What follows belongs to an exercise in optimizing a design on an open flow for small area, a short achievable clock period and few clock cycles per item; a production flow would make more cautious choices. For this run, only the layout was checked, not whether the RTL still works.

==> flow/config.mk <==
export PLATFORM = sky130hd
export DESIGN_NAME = block_solver
export DESIGN_NICKNAME = block_solver
export VERILOG_FILES = /design/flow/design.v
export SDC_FILE = /design/flow/constraint.sdc
export NUM_CORES = 8
export LEC_CHECK = 0
export ABC_AREA = 1
export CAP_MARGIN = 20
export CORE_MARGIN = 2
export CORE_UTILIZATION = 55
export PLACE_DENSITY = 0.85
export SLEW_MARGIN = 20
==> flow/constraint.sdc <==
create_clock -name core_clock -period 16.0 [get_ports {clk}]
set_input_delay 3.2000 -clock core_clock [delete_from_list [all_inputs] [get_ports {clk}]]
set_output_delay 3.2000 -clock core_clock [all_outputs]
set_load 0.01 [all_outputs]
==> flow/design.v <==
`timescale 1ns / 1ps
module k_table(
    input [5:0] round,
    output reg [31:0] constant
    );
    always @*
    begin
    case (round)
        6'h00 : constant <= 32'h428a2f98;
        6'h01 : constant <= 32'h71374491;
        6'h02 : constant <= 32'hb5c0fbcf;
        6'h03 : constant <= 32'he9b5dba5;
        6'h04 : constant <= 32'h3956c25b;
        6'h05 : constant <= 32'h59f111f1;
        6'h06 : constant <= 32'h923f82a4;
        6'h07 : constant <= 32'hab1c5ed5;
        6'h08 : constant <= 32'hd807aa98;
        6'h09 : constant <= 32'h12835b01;
        6'h0a : constant <= 32'h243185be;
        6'h0b : constant <= 32'h550c7dc3;
        6'h0c : constant <= 32'h72be5d74;
        6'h0d : constant <= 32'h80deb1fe;
        6'h0e : constant <= 32'h9bdc06a7;
        6'h0f : constant <= 32'hc19bf174;
        6'h10 : constant <= 32'he49b69c1;
        6'h11 : constant <= 32'hefbe4786;
        6'h12 : constant <= 32'h0fc19dc6;
        6'h13 : constant <= 32'h240ca1cc;
        6'h14 : constant <= 32'h2de92c6f;
        6'h15 : constant <= 32'h4a7484aa;
        6'h16 : constant <= 32'h5cb0a9dc;
        6'h17 : constant <= 32'h76f988da;
        6'h18 : constant <= 32'h983e5152;
        6'h19 : constant <= 32'ha831c66d;
        6'h1a : constant <= 32'hb00327c8;
        6'h1b : constant <= 32'hbf597fc7;
        6'h1c : constant <= 32'hc6e00bf3;
        6'h1d : constant <= 32'hd5a79147;
        6'h1e : constant <= 32'h06ca6351;
        6'h1f : constant <= 32'h14292967;
        6'h20 : constant <= 32'h27b70a85;
        6'h21 : constant <= 32'h2e1b2138;
        6'h22 : constant <= 32'h4d2c6dfc;
        6'h23 : constant <= 32'h53380d13;
        6'h24 : constant <= 32'h650a7354;
        6'h25 : constant <= 32'h766a0abb;
        6'h26 : constant <= 32'h81c2c92e;
        6'h27 : constant <= 32'h92722c85;
        6'h28 : constant <= 32'ha2bfe8a1;
        6'h29 : constant <= 32'ha81a664b;
        6'h2a : constant <= 32'hc24b8b70;
        6'h2b : constant <= 32'hc76c51a3;
        6'h2c : constant <= 32'hd192e819;
        6'h2d : constant <= 32'hd6990624;
        6'h2e : constant <= 32'hf40e3585;
        6'h2f : constant <= 32'h106aa070;
        6'h30 : constant <= 32'h19a4c116;
        6'h31 : constant <= 32'h1e376c08;
        6'h32 : constant <= 32'h2748774c;
        6'h33 : constant <= 32'h34b0bcb5;
        6'h34 : constant <= 32'h391c0cb3;
        6'h35 : constant <= 32'h4ed8aa4a;
        6'h36 : constant <= 32'h5b9cca4f;
        6'h37 : constant <= 32'h682e6ff3;
        6'h38 : constant <= 32'h748f82ee;
        6'h39 : constant <= 32'h78a5636f;
        6'h3a : constant <= 32'h84c87814;
        6'h3b : constant <= 32'h8cc70208;
        6'h3c : constant <= 32'h90befffa;
        6'h3d : constant <= 32'ha4506ceb;
        6'h3e : constant <= 32'hbef9a3f7;
        default: constant <= 32'hc67178f2;
endcase
end
endmodule
`timescale 1ns / 1ps
module sha_round(start_state, p, result);
input [255:0] start_state;
input [31:0] p;
output [255:0] result;
function [63:0] csa;
    input [31:0] x;
    input [31:0] y;
    input [31:0] z;
    reg [31:0] cy;
    begin
        cy = (x & y) | (z & (x | y));
        csa = {cy[30:0], 1'b0, x ^ y ^ z};
    end
endfunction
function [63:0] c42;
    input [31:0] x;
    input [31:0] y;
    input [31:0] z;
    input [31:0] w;
    reg [31:0] t, co, ci, cy;
    begin
        co = (x & y) | (z & (x | y));
        ci = {co[30:0], 1'b0};
        t = x ^ y ^ z;
        cy = ((t ^ w) & ci) | (~(t ^ w) & w);
        c42 = {cy[30:0], 1'b0, t ^ w ^ ci};
    end
endfunction
wire [31:0] a = start_state[255:224];
wire [31:0] b = start_state[223:192];
wire [31:0] c = start_state[191:160];
wire [31:0] d = start_state[159:128];
wire [31:0] e = start_state[127:96];
wire [31:0] f = start_state[95:64];
wire [31:0] g = start_state[63:32];
wire [31:0] ch = (e & f) ^ (~e & g);
wire [31:0] ma = (a & b) | (c & (a | b));
wire [31:0] sum0 = {a[1:0], a[31:2]} ^ {a[12:0], a[31:13]} ^ {a[21:0], a[31:22]};
wire [31:0] sum1 = {e[5:0], e[31:6]} ^ {e[10:0], e[31:11]} ^ {e[24:0], e[31:25]};
wire [63:0] e2 = c42(p, d, ch, sum1);
wire [31:0] e_out = e2[31:0] + e2[63:32];
wire [63:0] a2 = c42(ch, ma, sum0, sum1);
wire [63:0] a3 = csa(p, a2[31:0], a2[63:32]);
wire [31:0] a_out = a3[31:0] + a3[63:32];
assign result = {a_out, a, b, c, e_out, e, f, g};
endmodule
`timescale 1ns / 1ps
module message_schedule(w0, w1, w9, w14, message);
input [31:0] w0;
input [31:0] w1;
input [31:0] w9;
input [31:0] w14;
output [31:0] message;
wire [31:0] s0 = {w1[6:0], w1[31:7]} ^ {w1[17:0], w1[31:18]} ^ {3'b0, w1[31:3]};
wire [31:0] s1 = {w14[16:0], w14[31:17]} ^ {w14[18:0], w14[31:19]} ^ {10'b0, w14[31:10]};
wire [31:0] p = w0 ^ w9 ^ s0;
wire [31:0] pc = (w0 & w9) | (s0 & (w0 | w9));
wire [31:0] pcs = {pc[30:0], 1'b0};
wire [31:0] q = p ^ pcs ^ s1;
wire [31:0] qc = (p & pcs) | (s1 & (p | pcs));
wire [31:0] qcs = {qc[30:0], 1'b0};
assign message = q + qcs;
endmodule
`timescale 1ns / 1ps
module sha_core #(parameter LOADLO = 0) (
    input clk,
    input ld,
    input [31:0] kn,
    input [255:0] init,
    input [31:0] init_h,
    input l63,
    input head_comp,
    input [31:0] head_alt,
    input [31:0] wa,
    input [31:0] we,
    input q61,
    input q62,
    input q63,
    input q64,
    output [255:0] st
);
    reg [255:0] s;
    reg [511:0] w;
    reg [31:0] p;
    wire [255:0] s_next;
    wire [31:0] wnew;
    sha_round core_op (
        .start_state (s),
        .p (p),
        .result (s_next)
    );
    message_schedule messages (
        .w0 (w[31:0]),
        .w1 (w[63:32]),
        .w9 (w[9*32 +: 32]),
        .w14 (w[14*32 +: 32]),
        .message (wnew)
    );
    wire [31:0] head = head_comp ? wnew : head_alt;
    wire [511:0] shifted = {head, w[511:32]};
    wire [31:0] hn = s[63:32];
    wire [31:0] wn = w[63:32];
    wire [31:0] pc = (hn & kn) | (wn & (hn | kn));
    wire [31:0] p_next = (hn ^ kn ^ wn) + {pc[30:0], 1'b0};
    always @(posedge clk) begin
        s[255:64] <= ld ? init[255:64] : s_next[255:64];
        s[63:32] <= ld ? init[63:32] : (l63 ? init_h : s_next[63:32]);
        p <= p_next;
        if (LOADLO) begin
            w[511:384] <= shifted[511:384];
            w[383:352] <= q61 ? we : shifted[383:352];                  
            w[351:320] <= shifted[351:320];
            w[319:288] <= q62 ? we : shifted[319:288];                  
            w[287:256] <= shifted[287:256];
            w[255:224] <= q61 ? wa : (q63 ? we : shifted[255:224]);     
            w[223:192] <= shifted[223:192];
            w[191:160] <= q62 ? wa : (q64 ? we : shifted[191:160]);     
            w[159:128] <= shifted[159:128];
            w[127:96]  <= q63 ? wa : shifted[127:96];                   
            w[95:64]   <= shifted[95:64];
            w[63:32]   <= q64 ? wa : shifted[63:32];                    
            w[31:0]    <= shifted[31:0];
        end else begin
            w <= shifted;
        end
    end
    assign st = s;
endmodule
module sha_pair (
    input clk,
    input ld,
    input q61,
    input q62,
    input q63,
    input p0,
    input [1:0] lp,
    input [31:0] k_in,
    input [31:0] k_out,
    input [255:0] midstate,
    input [31:0] mwa,
    input [31:0] mwe,
    input [31:0] twa,
    input [31:0] twe,
    input in_comp,
    input [31:0] in_alt,
    input out_comp,
    input [31:0] out_alt,
    output found
);
    localparam [255:0] IV = {
        32'h6a09e667, 32'hbb67ae85, 32'h3c6ef372, 32'ha54ff53a,
        32'h510e527f, 32'h9b05688c, 32'h1f83d9ab, 32'h5be0cd19};
    reg hlt, hgt, llt, lgt;    
    wire [255:0] s_in;
    wire [255:0] s_out;
    wire [31:0] h1a = s_in[255:224] + mwa;
    wire [31:0] h1e = s_in[127:96] + mwe;
    sha_core #(.LOADLO(0)) inner_core (
        .clk(clk), .ld(ld), .kn(k_in), .init(midstate), .init_h(midstate[31:0]), .l63(q63),
        .head_comp(in_comp), .head_alt(in_alt),
        .wa(32'b0), .we(32'b0), .q61(q61), .q62(q62), .q63(q63), .q64(ld), .st(s_in));
    sha_core #(.LOADLO(1)) outer_core (
        .clk(clk), .ld(p0), .kn(k_out), .init(IV), .init_h(IV[31:0]), .l63(ld),
        .head_comp(out_comp), .head_alt(out_alt),
        .wa(h1a), .we(h1e), .q61(q61), .q62(q62), .q63(q63), .q64(ld), .st(s_out));
    reg [31:0] ia_w, ie_w;
    always @(*) begin
        case (lp)
        2'd0: begin ia_w = IV[159:128]; ie_w = IV[31:0];   end
        2'd1: begin ia_w = IV[191:160]; ie_w = IV[63:32];  end
        2'd2: begin ia_w = IV[223:192]; ie_w = IV[95:64];  end
        default: begin ia_w = IV[255:224]; ie_w = IV[127:96]; end
        endcase
    end
    wire [31:0] h2a = s_out[255:224] + ia_w;
    wire [31:0] h2e = s_out[127:96] + ie_w;
    wire [31:0] hva = {h2a[7:0], h2a[15:8], h2a[23:16], h2a[31:24]};
    wire [31:0] hve = {h2e[7:0], h2e[15:8], h2e[23:16], h2e[31:24]};
    function [1:0] cmp32;
        input [31:0] x;
        input [31:0] y;
        reg [31:0] lt, gt;
        integer l, i;
        begin
            lt = ~x & y;
            gt = x & ~y;
            for (l = 1; l < 32; l = l * 2)
                for (i = 0; i < 32; i = i + 2 * l) begin
                    lt[i] = lt[i + l] | (~gt[i + l] & lt[i]);
                    gt[i] = gt[i + l] | (~lt[i + l] & gt[i]);
                end
            cmp32 = {lt[0], gt[0]};
        end
    endfunction
    wire hi_lt, hi_gt, lo_lt, lo_gt;
    assign {hi_lt, hi_gt} = cmp32(hve, twe);
    assign {lo_lt, lo_gt} = cmp32(hva, twa);
    always @(posedge clk) begin
        hlt <= (hlt | (!hgt & hi_lt)) & !q62 | q62 & hi_lt;
        hgt <= (hgt | (!hlt & hi_gt)) & !q62 | q62 & hi_gt;
        llt <= (llt | (!lgt & lo_lt)) & !q62 | q62 & lo_lt;
        lgt <= (lgt | (!llt & lo_gt)) & !q62 | q62 & lo_gt;
    end
    assign found = hlt | (!hgt & llt);
endmodule
`timescale 1ns / 1ps
module block_solver (
	input clk,
	input rst_n,
	input [255:0] midstate,
	input [95:0] header_leftovers,
	input [255:0] target,
	input [31:0] nonce_start,
	output [2:0] state_out,
	output [31:0] current_nonce
);
localparam integer NP = 2;    
reg [5:0] t;         
reg ld;              
reg q61, q62, q63;   
reg p0, p1;          
reg [1:0] fill;      
reg done;
reg nosol;
reg [31:0] cur;      
reg [31:0] mwa, mwe;  
reg [31:0] k_in;     
reg [31:0] k_out;    
reg [31:0] twa, twe;  
reg [1:0] lp;        
wire [31:0] k_rom;
k_table constants (.round(ld ? 6'd1 : (t == 6'd63 ? 6'd0 : t + 6'd2)), .constant(k_rom));
wire [31:0] feed = cur + (fill == 2'd2 ? 2 * NP : (fill == 2'd1 ? NP : 0));
reg [31:0] in_alt;
always @(*) begin
	in_alt = 32'h0;
	if (ld) in_alt = 32'h00000280;
	else case (t)
		6'd49: in_alt = header_leftovers[95:64];
		6'd50: in_alt = header_leftovers[63:32];
		6'd51: in_alt = header_leftovers[31:0];
		6'd53: in_alt = 32'h80000000;
		default: in_alt = 32'h0;
	endcase
end
wire in_nonce = !ld && t == 6'd52;
wire in_comp = !ld && (t < 6'd48);
wire [31:0] out_alt = p0 ? 32'h00000100 : (!ld && t == 6'd58 ? 32'h80000000 : 32'h0);
wire out_comp = !ld && !p0 && (t <= 6'd48);
always @(posedge clk) begin
	if (!ld && t == 6'd60) begin
		mwa <= midstate[159:128]; mwe <= midstate[31:0];
	end else if (q61) begin
		mwa <= midstate[191:160]; mwe <= midstate[63:32];
	end else if (q62) begin
		mwa <= midstate[223:192]; mwe <= midstate[95:64];
	end else begin
		mwa <= midstate[255:224]; mwe <= midstate[127:96];
	end
	if (q61) begin
		twa <= target[127:96];    twe <= target[255:224];
	end else if (q62) begin
		twa <= target[95:64];     twe <= target[223:192];
	end else if (q63) begin
		twa <= target[63:32];     twe <= target[191:160];
	end else begin
		twa <= target[31:0];      twe <= target[159:128];
	end
	lp <= q61 ? 2'd0 : lp + 2'd1;
	k_in <= k_rom;
	k_out <= k_in;
end
wire [NP-1:0] found;
genvar j;
generate
	for (j = 0; j < NP; j = j + 1) begin : pipe
		sha_pair pair (
			.clk(clk), .ld(ld), .q61(q61), .q62(q62), .q63(q63), .p0(p0), .lp(lp),
			.k_in(k_in), .k_out(k_out), .midstate(midstate),
			.mwa(mwa), .mwe(mwe), .twa(twa), .twe(twe),
			.in_comp(in_comp), .in_alt(in_nonce ? feed + j : in_alt),
			.out_comp(out_comp), .out_alt(out_alt), .found(found[j]));
	end
endgenerate
reg stop;
reg stop_found;
reg [31:0] inc;
integer i;
always @(*) begin
	stop = 1'b0;
	stop_found = 1'b0;
	inc = NP;
	for (i = NP - 1; i >= 0; i = i - 1) begin
		if (found[i] || cur == 32'hffffffff - i) begin
			stop = 1'b1;
			stop_found = found[i];
			inc = i;
		end
	end
end
wire step = p1 && !done && fill == 2'd2;
always @(posedge clk) begin
	if (!rst_n) begin
		t <= 6'd49;
		ld <= 1'b0;
		q61 <= 1'b0;
		q62 <= 1'b0;
		q63 <= 1'b0;
		p0 <= 1'b0;
		p1 <= 1'b0;
		fill <= 2'd0;
		done <= 1'b0;
		nosol <= 1'b0;
		cur <= nonce_start;
	end else begin
		if (!ld) t <= t + 6'd1;
		q61 <= !ld && (t == 6'd60);
		q62 <= q61;
		q63 <= q62;
		ld <= q63;
		p0 <= ld;
		p1 <= p0;
		cur <= cur + (step ? inc : 32'd0);
		if (p1 && !done) begin
			if (fill != 2'd2) begin
				fill <= fill + 2'd1;
			end else if (stop) begin
				done <= 1'b1;
				nosol <= !stop_found;
			end
		end
	end
end
assign state_out = {1'b0, done, nosol};
assign current_nonce = cur;
endmodule
==> flow/flow/run.sh <==
#!/bin/bash
set -euo pipefail
export SETUP_SLACK_MARGIN=11.3
export BUFFER_PORTS_ARGS="-buffer_cell sky130_fd_sc_hd__buf_1"
bash standard.sh > standard.log 2>&1
==> flow/standard.sh <==
#!/bin/bash
# synth_recipe.tcl (not shown) runs the flow's synth.tcl, then flattens the netlist and writes it again
# the make line also repeats each setting of config.mk as NAME=value (left out here)
make -C /OpenROAD-flow-scripts/flow DESIGN_CONFIG=/design/flow/config.mk WORK_HOME=/design/flow/orfs CLKGATE_MAP_FILE= SYNTH_SCRIPT=/design/flow/synth_recipe.tcl "${@:-finish}"
==> flow_summary_export.csv <==
group,metric,value,unit
drt,vias,157000,
clock_tree,root_buffer,"clkbuf_16",
synth,yosys_warnings,6,
min_path,hp-start,"pipe[0].pair.inner_core.w[82]",
min_path,hold_class,"reg -> reg",
job,max_cap_violations,0,
floorplanning,die_x,561,µm
setup_path,reg2reg_depth,24,
clock_tree,htreeDepth,5,
setup_path,worstSetupStartpointType,"flip-flop",
sta,tightest_slew,1.35,ns
synth,ys_ff_latch,3322,
synth,ys_seq_area_share,38.9,%
floorplanning,dieArea,0.315,mm²
setup_path,reg2reg_to,"pipe[0].pair.inner_core.s[247]",
sta,setup_violations,0,
placement,io_buffers,675,
synth,synth_area_per_cell,8.03,µm²
clock_tree,cts_made_buffers,339,
clock_tree,clock_latency,1.00,ns
sta,hold_viol,0,
setup_path,slowest_delay,0.75,ns
sta,finalSetupTns,0,ns
clock_tree,cts_hold_buf,0,
sta,slew_headroom,9.42,%
clock_tree,clk_path_buf_depth,4,
finish,post-route-cell-area,0.195,mm²
finish,drive_gt1_share,9.29,%
setup_path,arrival,5.77,ns
setup_path,slowest_stage,"dfxtp_1",
setup_path,cp.required,16.80,ns
synth,syn_nets,23400,
setup_path,path_class,"reg -> reg",
synth,synth_area,0.171,mm²
drt,dr.pass1.iters,17,
clock_tree,cts_tree,"done",
synth,synth_cell_type_count,80,
drt,viasPerCell,5.92,
setup_path,endpoint_kind,"flip-flop",
floorplanning,io_pins,677,
grt,antenna_found_initial,61,
placement,dp.final_hpwl,618,mm
drt,drtIter0Drc,18900,
finish,area_delta_synth_final,14.4,%
synth,synth_edf_count,0,
finish,fillCellCount,25600,
grt,grt_pass1_vias,152000,
min_path,hold_path_end,"pipe[0].pair.inner_core.w[50]",
drt,drc,0,
grt,grt_overflow,0,
min_path,whs_path_depth,0,
synth,netlist_instances,21300,
floorplanning,core_region_area,0.309,mm²
setup_path,regToRegSetupSlack,11.04,ns
sta,fmax,201,MHz
drt,drtAntennaViolNets,0,
placement,place_congestion,1.14,
finish,nNetsFinal,24200,
floorplanning,start_util,55.3,%
setup_path,r2r_start,"pipe[0].pair.inner_core.s[122]",
floorplanning,row_count,204,
sta,fin_crit,4.96,ns
sta,fin_skew,0.102,ns
synth,synth_top_flop_cell,"dfxtp_1",
sta,maxSlewViolCount,0,
setup_path,cp_max_fo,6,
drt,routedWlPerCell,29.8,µm
setup_path,crit_chain,"xor2_2 -> buf_4 -> xor2_1 -> xor2_1 -> fa_1 -> inv_1 -> ha_2 -> inv_2 -> fa_2 -> o21ai_4 -> inv_2 -> nor2_4 -> nor2_4 -> o21ai_4 -> buf_6 -> nand3_2 -> nand2_2 -> nand2_1 -> o211ai_1 -> nand2_1 -> nand2_2 -> a21oi_2 -> xor2_2 -> o21ai_1",
drt,wl,792,mm
synth,async_reset_ff_share,0,%
grt,grt_max_degree,166,
grt,grt_usage,48.5,%
floorplanning,die_y,561,µm
sta,rsz0062_at_grt,"yes",
clock_tree,clkTransAtPathRegs,0.07,ns
grt,grt_pass1_wl,1090,mm
outcome,status,"no timing/DRC/antenna violations",
sta,fin_crit_sh,31.0,%
clock_tree,cts.sinks,3322,
placement,placed_area,0.177,mm²
-- placed cells by master, fill, tap and decap left out, types with 198 or more instances in the layout --
cell / synthesis / layout
nand2_1: 4234 / 4184
inv_1: 3162 / 3116
dfxtp_1: 3322 / 3045
o21ai_0: 1859 / 1693
nor2_1: 1419 / 1375
a21oi_1: 1234 / 1159
xor2_1: 858 / 802
xnor2_1: 830 / 775
fa_1: 762 / 751
ha_1: 734 / 704
nand3_1: 704 / 693
buf_1: 24 / 641
clkbuf_16: 0 / 344
buf_4: 9 / 340
nor3_1: 202 / 198
-- kinds of logic (layout without fill, tap and decap cells) --
group,after synthesis,count (layout),share of synthesized area [%]
multiplexers,9,9,0.0528
flip-flops,3322,3322,38.9
XOR/XNOR,1698,1698,8.76
adder cells (fa/ha/maj),1523,1523,14.5
other,1,40,0.00220
AND/OR/NAND/NOR,6980,6980,16.8
AO/OA/AOI/OAI,3951,3951,12.6
buffers and inverters,3774,4892,8.36
-- synthesized netlist by cell type, types with 202 or more instances --
| master | n | area share (%) |
|---|---|---|
| o21ai_0 | 1859 | 5.4 |
| nand3_1 | 704 | 2.1 |
| clkbuf_1 | 486 | 1.1 |
| dfxtp_1 | 3322 | 39 |
| nor2_1 | 1419 | 3.1 |
| xnor2_1 | 830 | 4.3 |
| xor2_1 | 858 | 4.4 |
| a21oi_1 | 1234 | 3.6 |
| nor3_1 | 202 | 0.59 |
| nand2_1 | 4234 | 9.3 |
| ha_1 | 734 | 5.4 |
| fa_1 | 762 | 8.9 |
| inv_1 | 3162 | 7.0 |
-- worst max-delay path, delay by kind of cell, from the launching register on --
family,cells,cell delay [ns]
xor+xnor,4,1.05
fa+ha+maj,3,1.01
flops,1,0.75
compound gates,5,0.75
simple gates,7,0.64
buf+inv,5,0.54
-- stage by stage --
step	utilization [%]	hold WS, ns	worst slack [ns]	std cells
finish	63.3	0.274	11.04	26500
floorplan	-	0.310	11.33	21300
detailed placement	57.5	0.312	9.88	25600
global route	63.2	0.280	10.96	26500
global placement	57.5	0.309	9.86	25600
CTS	62.3	0.286	11.03	26400
-- how the worst max path moves through the flow --
stage,startpoint,endpoint,slack (ns),depth (start not counted)
after global routing,pipe[0].pair.inner_core.s[227],pipe[0].pair.inner_core.s[255],10.96,27
final,pipe[0].pair.inner_core.s[122],pipe[0].pair.inner_core.s[247],11.04,24
after detailed placement,pipe[1].pair.outer_core.s[225],pipe[1].pair.outer_core.s[251],9.88,25
after CTS,pipe[1].pair.inner_core.s[227],pipe[1].pair.inner_core.s[255],11.03,30
after floorplan,pipe[1].pair.outer_core.s[227],pipe[1].pair.outer_core.s[251],11.33,27
after global placement,pipe[1].pair.outer_core.s[225],pipe[1].pair.outer_core.s[251],9.86,25
-- registers in the layout, indices dropped and copies added (netlist names), 6 cells and up --
register                count
pipe.pair.outer_core.p     64
pipe.pair.outer_core.s    448
pipe.pair.outer_core.w   1024
pipe.pair.inner_core.p     64
cur                        32
k_out                      32
twa                        32
k_in                       32
pipe.pair.inner_core.w   1024
t                           6
mwe                        32
twe                        32
mwa                        32
pipe.pair.inner_core.s    448
-- layout make-up --
type	count	area, µm²	area share (%)
antenna	39	97.6	0.0499
timing repair buffer	1070	5950	3.05
sequential	3322	67200	34.4
inverter	3204	12100	6.20
tap	4120	5150	2.64
clock buffer	449	9600	4.91
clock inverter	169	2360	1.21
multi-input combinational	14200	92900	47.6
-- routing by layer --
metal | vias to the layer above | share of wire [%] | wire length [µm] | global-route usage (%)
li1 | 69100 | - | - | -
met5 | - | 0.017 | 138 | 0.0151
met2 | 10700 | 43 | 344000 | 75.1
met4 | 20 | 13 | 104000 | 51.6
met1 | 73700 | 33 | 259000 | 51.9
met3 | 3661 | 11 | 85000 | 13.1
-- repair_timing --
action | in CTS | in global routing
gates resized for setup | 726 | 555
pin swaps | 106 | 129
buffers inserted | 123 | 120
setup endpoints to repair | 261 | 195

## what the ideal ports hide
The results above use ideal ports. As a check the final layout listed here was re-extracted and re-timed, cells and wires unchanged. Step 1 (the two cells are an assumption about what drives the block):
set clk [get_ports {clk}]
set_driving_cell -lib_cell sky130_fd_sc_hd__clkbuf_16 $clk
set_driving_cell -lib_cell sky130_fd_sc_hd__buf_2 [delete_from_list [all_inputs] $clk]
Step 2 also shifts input and output timing later by t, the mid clock arrival at the registers, as if the neighbouring blocks saw the same clock. Slacks: ideal ports / drivers / drivers and shift; pairs: ideal ports / drivers.
t, ns: 1.067
slack for setup (ns): 11.036 / 11.036 / 11.036
hold WS [ns]: 0.274 / 0.274 / 0.274
worst setup path after step 2: register to register
After both steps this run still meets setup and hold. For this run, drivers alone change the setup slack by 0.000 ns; drivers and shift together by 0.000 ns.
